What follows belongs to an exercise in optimizing a design on an open flow for small area; a production flow would make more cautious choices.
Power figures rest on the tool's default switching activity, not on a simulated workload.

== north ==
==> flow/design.v <==
module avr109tx (
		 input rst,
		 input clk,
		 input [7:0] tx_data,
		 input load,
		 output txd,
		 output busy
		 );
   reg        act;
   reg [10:0] sr;
   reg [7:0]  baud;
   wire       tick = baud[6] && baud[4:0] == 5'b10101;
   wire       fb = baud[7] ^ baud[5] ^ baud[2] ^ baud[1];
   assign txd = sr[0];
   assign busy = act;
   always @(posedge clk) begin
      baud <= {baud[6:0], fb ^ tick};
      if (load) begin
	 act <= 1'b1;
	 sr[10:1] <= {1'b1, tx_data, 1'b0};
	 baud <= 8'h75;
      end else if (act & tick) begin
	 if (sr[10:1] == 10'd0)
	   act <= 1'b0;
	 else
	   sr <= {1'b0, sr[10:1]};
      end
      if (rst) begin
	 act <= 1'b0;
	 sr[0] <= 1'b1;
      end
   end
endmodule
module avr109rx (
		 input rst,
		 input clk,
		 input rxd,
		 output [7:0] rx_data,
		 output rx_avail
		 );
   reg       act;
   reg [8:0] sr;
   reg [7:0] baud;
   wire      tick = baud[7:6] == 2'b01 && baud[4:0] == 5'b10101;
   wire      fb = baud[7] ^ baud[5] ^ baud[2] ^ baud[1];
   assign rx_data = sr[8:1];
   assign rx_avail = ~act & sr[0];
   always @(posedge clk) begin
      if (act) begin
	 baud <= {baud[6:0], fb ^ tick};
	 if (tick) begin
	    if (~sr[0])
	      sr <= {rxd, sr[8:1]};
	    else if (rxd)
	      act <= 1'b0;
	 end
      end else begin
	 baud <= 8'h93;
	 sr <= 9'b100000000;
	 act <= ~rxd;
      end
      if (rst) begin
	 act <= 1'b0;
	 sr[0] <= 1'b0;
      end
   end
endmodule
module avr109 (
	       input rst,
	       input clk,
	       input rxd,
	       output txd,
	       output intercept_mode,
	       output prog_mode,
	       output[15:0] prog_addr,
	       output[15:0] prog_data,
	       input[15:0] prog_data_in,
	       output prog_low,
	       output prog_high
	       );
   localparam [4:0] S_INACTIVE  = 5'd0;
   localparam [4:0] S_ATTACHING = 5'd1;
   localparam [4:0] S_IDLE      = 5'd2;
   localparam [4:0] S_BAD       = 5'd3;
   localparam [4:0] S_V_HIGH    = 5'd4;
   localparam [4:0] S_V_LOW     = 5'd5;
   localparam [4:0] S_SEND_Y    = 5'd6;
   localparam [4:0] S_BS_Y      = 5'd7;
   localparam [4:0] S_BS_HI     = 5'd8;
   localparam [4:0] S_BS_LO     = 5'd9;
   localparam [4:0] S_SEND_00   = 5'd10;
   localparam [4:0] S_IGNORE    = 5'd11;
   localparam [4:0] S_ACK       = 5'd12;
   localparam [4:0] S_ADDR_HI   = 5'd13;
   localparam [4:0] S_ADDR_LO   = 5'd14;
   localparam [4:0] S_CNT_HI    = 5'd16;
   localparam [4:0] S_CNT_LO    = 5'd17;
   localparam [4:0] S_CHECK     = 5'd18;
   localparam [4:0] S_PROG_GET  = 5'd19;
   localparam [4:0] S_PROG_PUT  = 5'd20;
   localparam [4:0] S_EXIT1     = 5'd21;
   localparam [4:0] S_EXIT2     = 5'd22;
   localparam [4:0] S_CNT_HI2   = 5'd24;
   localparam [4:0] S_CNT_LO2   = 5'd25;
   localparam [4:0] S_CHECK2    = 5'd26;
   localparam [4:0] S_READ_GET  = 5'd27;
   localparam [4:0] S_READ_PUT  = 5'd28;
   reg [4:0]  state_q, state_d;
   reg [7:0]  cnt_q, cnt_d;
   reg [15:0] addr_q, addr_d;
   reg 	      prog_mode_q, prog_mode_d;
   reg 	      prog_strobe;
   reg 	      tx_load;
   reg [7:0]  tx_data;
   wire       tx_busy;
   wire       rx_avail;
   wire [7:0] rx_data;
   wire       send_ok = ~tx_busy;
   wire       cnt_zero = (cnt_q == 8'd0);
   assign prog_addr = {1'b0, addr_q[15:1]};
   assign prog_data = {rx_data, rx_data};
   assign prog_mode = prog_mode_q;
   assign prog_low = prog_strobe & ~addr_q[0];
   assign prog_high = prog_strobe & addr_q[0];
   assign intercept_mode = (state_q != S_INACTIVE) && (state_q != S_ATTACHING);
   avr109tx tx_inst(.rst(rst), .clk(clk), .tx_data(tx_data), .load(tx_load),
		    .txd(txd), .busy(tx_busy));
   avr109rx rx_inst(.rst(rst), .clk(clk), .rxd(rxd),
		    .rx_data(rx_data), .rx_avail(rx_avail));
   always @(*) begin
      tx_load = 1'b0;
      tx_data = 8'h00;
      state_d = state_q;
      cnt_d = cnt_q;
      addr_d = addr_q;
      prog_strobe = 1'b0;
      prog_mode_d = prog_mode_q;
      case (state_q)
	S_INACTIVE: begin
	   cnt_d[2:0] = 3'd0;
	   prog_mode_d = 1'b0;
	   if (rx_avail & (rx_data == 8'h1b))
	     state_d = S_ATTACHING;
	end
	S_ATTACHING: begin
	   if (rx_avail) begin
	      if (rx_data != (^cnt_q[2:0] ? 8'h1b : 8'haa))
		state_d = S_INACTIVE;
	      else begin
		 cnt_d[2:0] = {cnt_q[1:0], ~cnt_q[2]};
		 if (cnt_q[2] & ~cnt_q[1])
		   state_d = S_IDLE;
	      end
	   end
	end
	S_IDLE: begin
	   if (rx_avail) begin
	      case (rx_data)
		8'h0a, 8'h1b: ;
		8'h41: state_d = S_ADDR_HI;
		8'h42: state_d = S_CNT_HI;
		8'h45: state_d = S_EXIT1;
		8'h4c: begin prog_mode_d = 1'b0; state_d = S_ACK; end
		8'h50: begin prog_mode_d = 1'b1; state_d = S_ACK; end
		8'h54: state_d = S_IGNORE;
		8'h56: state_d = S_V_HIGH;
		8'h61: state_d = S_SEND_Y;
		8'h62: state_d = S_BS_Y;
		8'h67: state_d = S_CNT_HI2;
		8'h74: state_d = S_SEND_00;
		default: state_d = S_BAD;
	      endcase
	   end
	end
	S_BAD:     begin tx_data = 8'h3f; if (send_ok) begin tx_load = 1'b1; state_d = S_IDLE; end end
	S_V_HIGH:  begin tx_data = 8'h31; if (send_ok) begin tx_load = 1'b1; state_d = S_V_LOW; end end
	S_V_LOW:   begin tx_data = 8'h30; if (send_ok) begin tx_load = 1'b1; state_d = S_IDLE; end end
	S_SEND_Y:  begin tx_data = 8'h59; if (send_ok) begin tx_load = 1'b1; state_d = S_IDLE; end end
	S_BS_Y:    begin tx_data = 8'h59; if (send_ok) begin tx_load = 1'b1; state_d = S_BS_HI; end end
	S_BS_HI:   begin tx_data = 8'h00; if (send_ok) begin tx_load = 1'b1; state_d = S_BS_LO; end end
	S_BS_LO:   begin tx_data = 8'hff; if (send_ok) begin tx_load = 1'b1; state_d = S_IDLE; end end
	S_SEND_00: begin tx_data = 8'h00; if (send_ok) begin tx_load = 1'b1; state_d = S_IDLE; end end
	S_ACK:     begin tx_data = 8'h0d; if (send_ok) begin tx_load = 1'b1; state_d = S_IDLE; end end
	S_EXIT1:   begin tx_data = 8'h0d; if (send_ok) begin tx_load = 1'b1; state_d = S_EXIT2; end end
	S_EXIT2:   begin if (send_ok) state_d = S_INACTIVE; end
	S_IGNORE: begin
	   if (rx_avail) state_d = S_ACK;
	end
	S_ADDR_HI: begin
	   if (rx_avail) begin addr_d[15:8] = rx_data; state_d = S_ADDR_LO; end
	end
	S_ADDR_LO: begin
	   if (rx_avail) begin addr_d[7:0] = rx_data; state_d = S_ACK; end
	end
	S_CNT_HI: begin
	   if (rx_avail) state_d = (rx_data == 8'h00) ? S_CNT_LO : S_BAD;
	end
	S_CNT_LO: begin
	   if (rx_avail) begin cnt_d = rx_data; state_d = S_CHECK; end
	end
	S_CHECK: begin
	   if (rx_avail)
	     state_d = (rx_data != 8'h46) ? S_BAD : cnt_zero ? S_ACK : S_PROG_GET;
	end
	S_PROG_GET: begin
	   if (rx_avail) begin
	      cnt_d = cnt_q - 8'd1;
	      prog_strobe = 1'b1;
	      state_d = S_PROG_PUT;
	   end
	end
	S_PROG_PUT: begin
	   addr_d = addr_q + 16'd1;
	   state_d = cnt_zero ? S_ACK : S_PROG_GET;
	end
	S_CNT_HI2: begin
	   if (rx_avail) state_d = (rx_data == 8'h00) ? S_CNT_LO2 : S_BAD;
	end
	S_CNT_LO2: begin
	   if (rx_avail) begin cnt_d = rx_data; state_d = S_CHECK2; end
	end
	S_CHECK2: begin
	   if (rx_avail)
	     state_d = (rx_data != 8'h46) ? S_BAD : cnt_zero ? S_IDLE : S_READ_GET;
	end
	S_READ_GET: begin
	   tx_data = addr_q[0] ? prog_data_in[15:8] : prog_data_in[7:0];
	   if (send_ok) begin
	      tx_load = 1'b1;
	      cnt_d = cnt_q - 8'd1;
	      state_d = S_READ_PUT;
	   end
	end
	S_READ_PUT: begin
	   addr_d = addr_q + 16'd1;
	   state_d = cnt_zero ? S_IDLE : S_READ_GET;
	end
	default: state_d = S_INACTIVE;
      endcase
   end
   always @(posedge clk) begin
      cnt_q <= cnt_d;
      if (rst) begin
	 state_q <= S_INACTIVE;
	 addr_q <= 16'd0;
	 prog_mode_q <= 1'b0;
      end else begin
	 state_q <= state_d;
	 addr_q <= addr_d;
	 prog_mode_q <= prog_mode_d;
      end
   end
endmodule
export LEC_CHECK = 0
export ABC_AREA = 1
export CAP_MARGIN = 20
export CORE_MARGIN = 2
export CORE_UTILIZATION = 40
export SLEW_MARGIN = 20
create_clock -name core_clock -period 10.0 [get_ports {clk}]
standard.sh (not shown) runs the stock make flow with config.mk's settings and CLKGATE_MAP_FILE= SYNTH_SCRIPT=/design/flow/synth_recipe.tcl, a recipe that flattens the netlist after the stock synthesis.
==> flow/flow/run.sh <==
#!/bin/bash
# Layout flow: the standard ORFS flow (standard.sh's make command) with
#  - synthesis: the standard flow's script, with an area-oriented ABC script (flow/abc_area.script)
#    in place of ORFS's; registers are mapped exactly as in the standard synthesis
#  - port buffers: sky130_fd_sc_hd__buf_1 on every input and output port
#  - CTS: small clock buffers, no dummy loads
# Each tool's output goes to a log file in this folder.
set -euo pipefail
W=$(pwd)
export MY_ABC_SCRIPT=$W/flow/abc_area.script
cat > $W/my_synth.tcl <<EOT
proc abc {args} {
  set i [lsearch \$args -script]
  if {\$i >= 0} { set args [lreplace \$args \$i [expr {\$i+1}] -script \$::env(MY_ABC_SCRIPT)] }
  yosys abc {*}\$args
}
source $W/synth_recipe.tcl
EOT
export BUFFER_PORTS_ARGS="-buffer_cell sky130_fd_sc_hd__buf_1"
export CTS_ARGS="-sink_clustering_enable -sink_clustering_size 40 -sink_clustering_max_diameter 100 -repair_clock_nets -dont_use_dummy_load -buf_list {sky130_fd_sc_hd__clkbuf_4 sky130_fd_sc_hd__clkbuf_8}"
sed -e "s|SYNTH_SCRIPT=[^ ]*synth_recipe.tcl|SYNTH_SCRIPT=$W/my_synth.tcl|" standard.sh > my_standard.sh
grep -q "SYNTH_SCRIPT=$W/my_synth.tcl" my_standard.sh
bash my_standard.sh finish > $W/orfs_flow.log 2>&1
cp -f orfs/logs/*/avr109/base/1_2_yosys.log $W/yosys.log 2>/dev/null || true
==> flow/flow/abc_area.script <==
strash
dc2
strash
&get -n
&deepsyn -T 30 -S 1
&put
dch -f
map -a
mfs2 -a
strash
dch -f
amap
topo
Input-level comparison between south and north:
-- flow/flow/run.sh --
<<< north, line 19
export BUFFER_PORTS_ARGS="-buffer_cell sky130_fd_sc_hd__buf_1"
export CTS_ARGS="-sink_clustering_enable -sink_clustering_size 40 -sink_clustering_max_diameter 100 -repair_clock_nets -dont_use_dummy_load -buf_list {sky130_fd_sc_hd__clkbuf_4 sky130_fd_sc_hd__clkbuf_8}"
sed -e "s|SYNTH_SCRIPT=[^ ]*synth_recipe.tcl|SYNTH_SCRIPT=$W/my_synth.tcl|" standard.sh > my_standard.sh
>>> south, line 19
export BUFFER_PORTS_ARGS="-buffer_cell sky130_fd_sc_hd__buf_1"
export CTS_ARGS="-sink_clustering_enable -sink_clustering_size 80 -sink_clustering_max_diameter 300 -repair_clock_nets -dont_use_dummy_load -buf_list {sky130_fd_sc_hd__clkbuf_8 sky130_fd_sc_hd__clkbuf_16}"
sed -e "s|SYNTH_SCRIPT=[^ ]*synth_recipe.tcl|SYNTH_SCRIPT=$W/my_synth.tcl|" standard.sh > my_standard.sh
- Comparing north against south, there is no change at all in cell area.
- north -> south: number of placed instances, taps included delta 0, exact match
- north -> south: fraction of area in registers flat
- As far as number of non-filler instances in the completed layout goes, south and north are indistinguishable; the numbers are identical.
- Between south and north, the area fraction of clock buffers and clock inverters does not differ in any meaningful way.
- Diff north..south | final-layout clock buffer total | unchanged
- Diff north..south | part of the total power dissipated in the clock network | negligible
No functional check of the RTL was part of any run of this note.

what the ideal ports hide:
No port has a modelled driver above. Below, the same layouts with a new extraction and two added sets of constraints.
Step 1 assumes that a clkbuf_16 drives the clock port and a buf_2 every other input.
Step 2, shift: input delay + t, output delay - t, t = (earliest + latest rising clock arrival at the registers) / 2. This alone moves slack from input paths to output paths.
a / b / c = no drivers / after step 1 / after step 2; a / b = the first two.
run	t (ns)	setup WS [ns]	worst hold slack (ns)
north	0.370	5.619 / 5.589 / 5.959	0.426 / 0.426 / 0.426
south	0.370	5.619 / 5.589 / 5.959	0.426 / 0.426 / 0.426
After both steps every run listed still meets setup and hold.
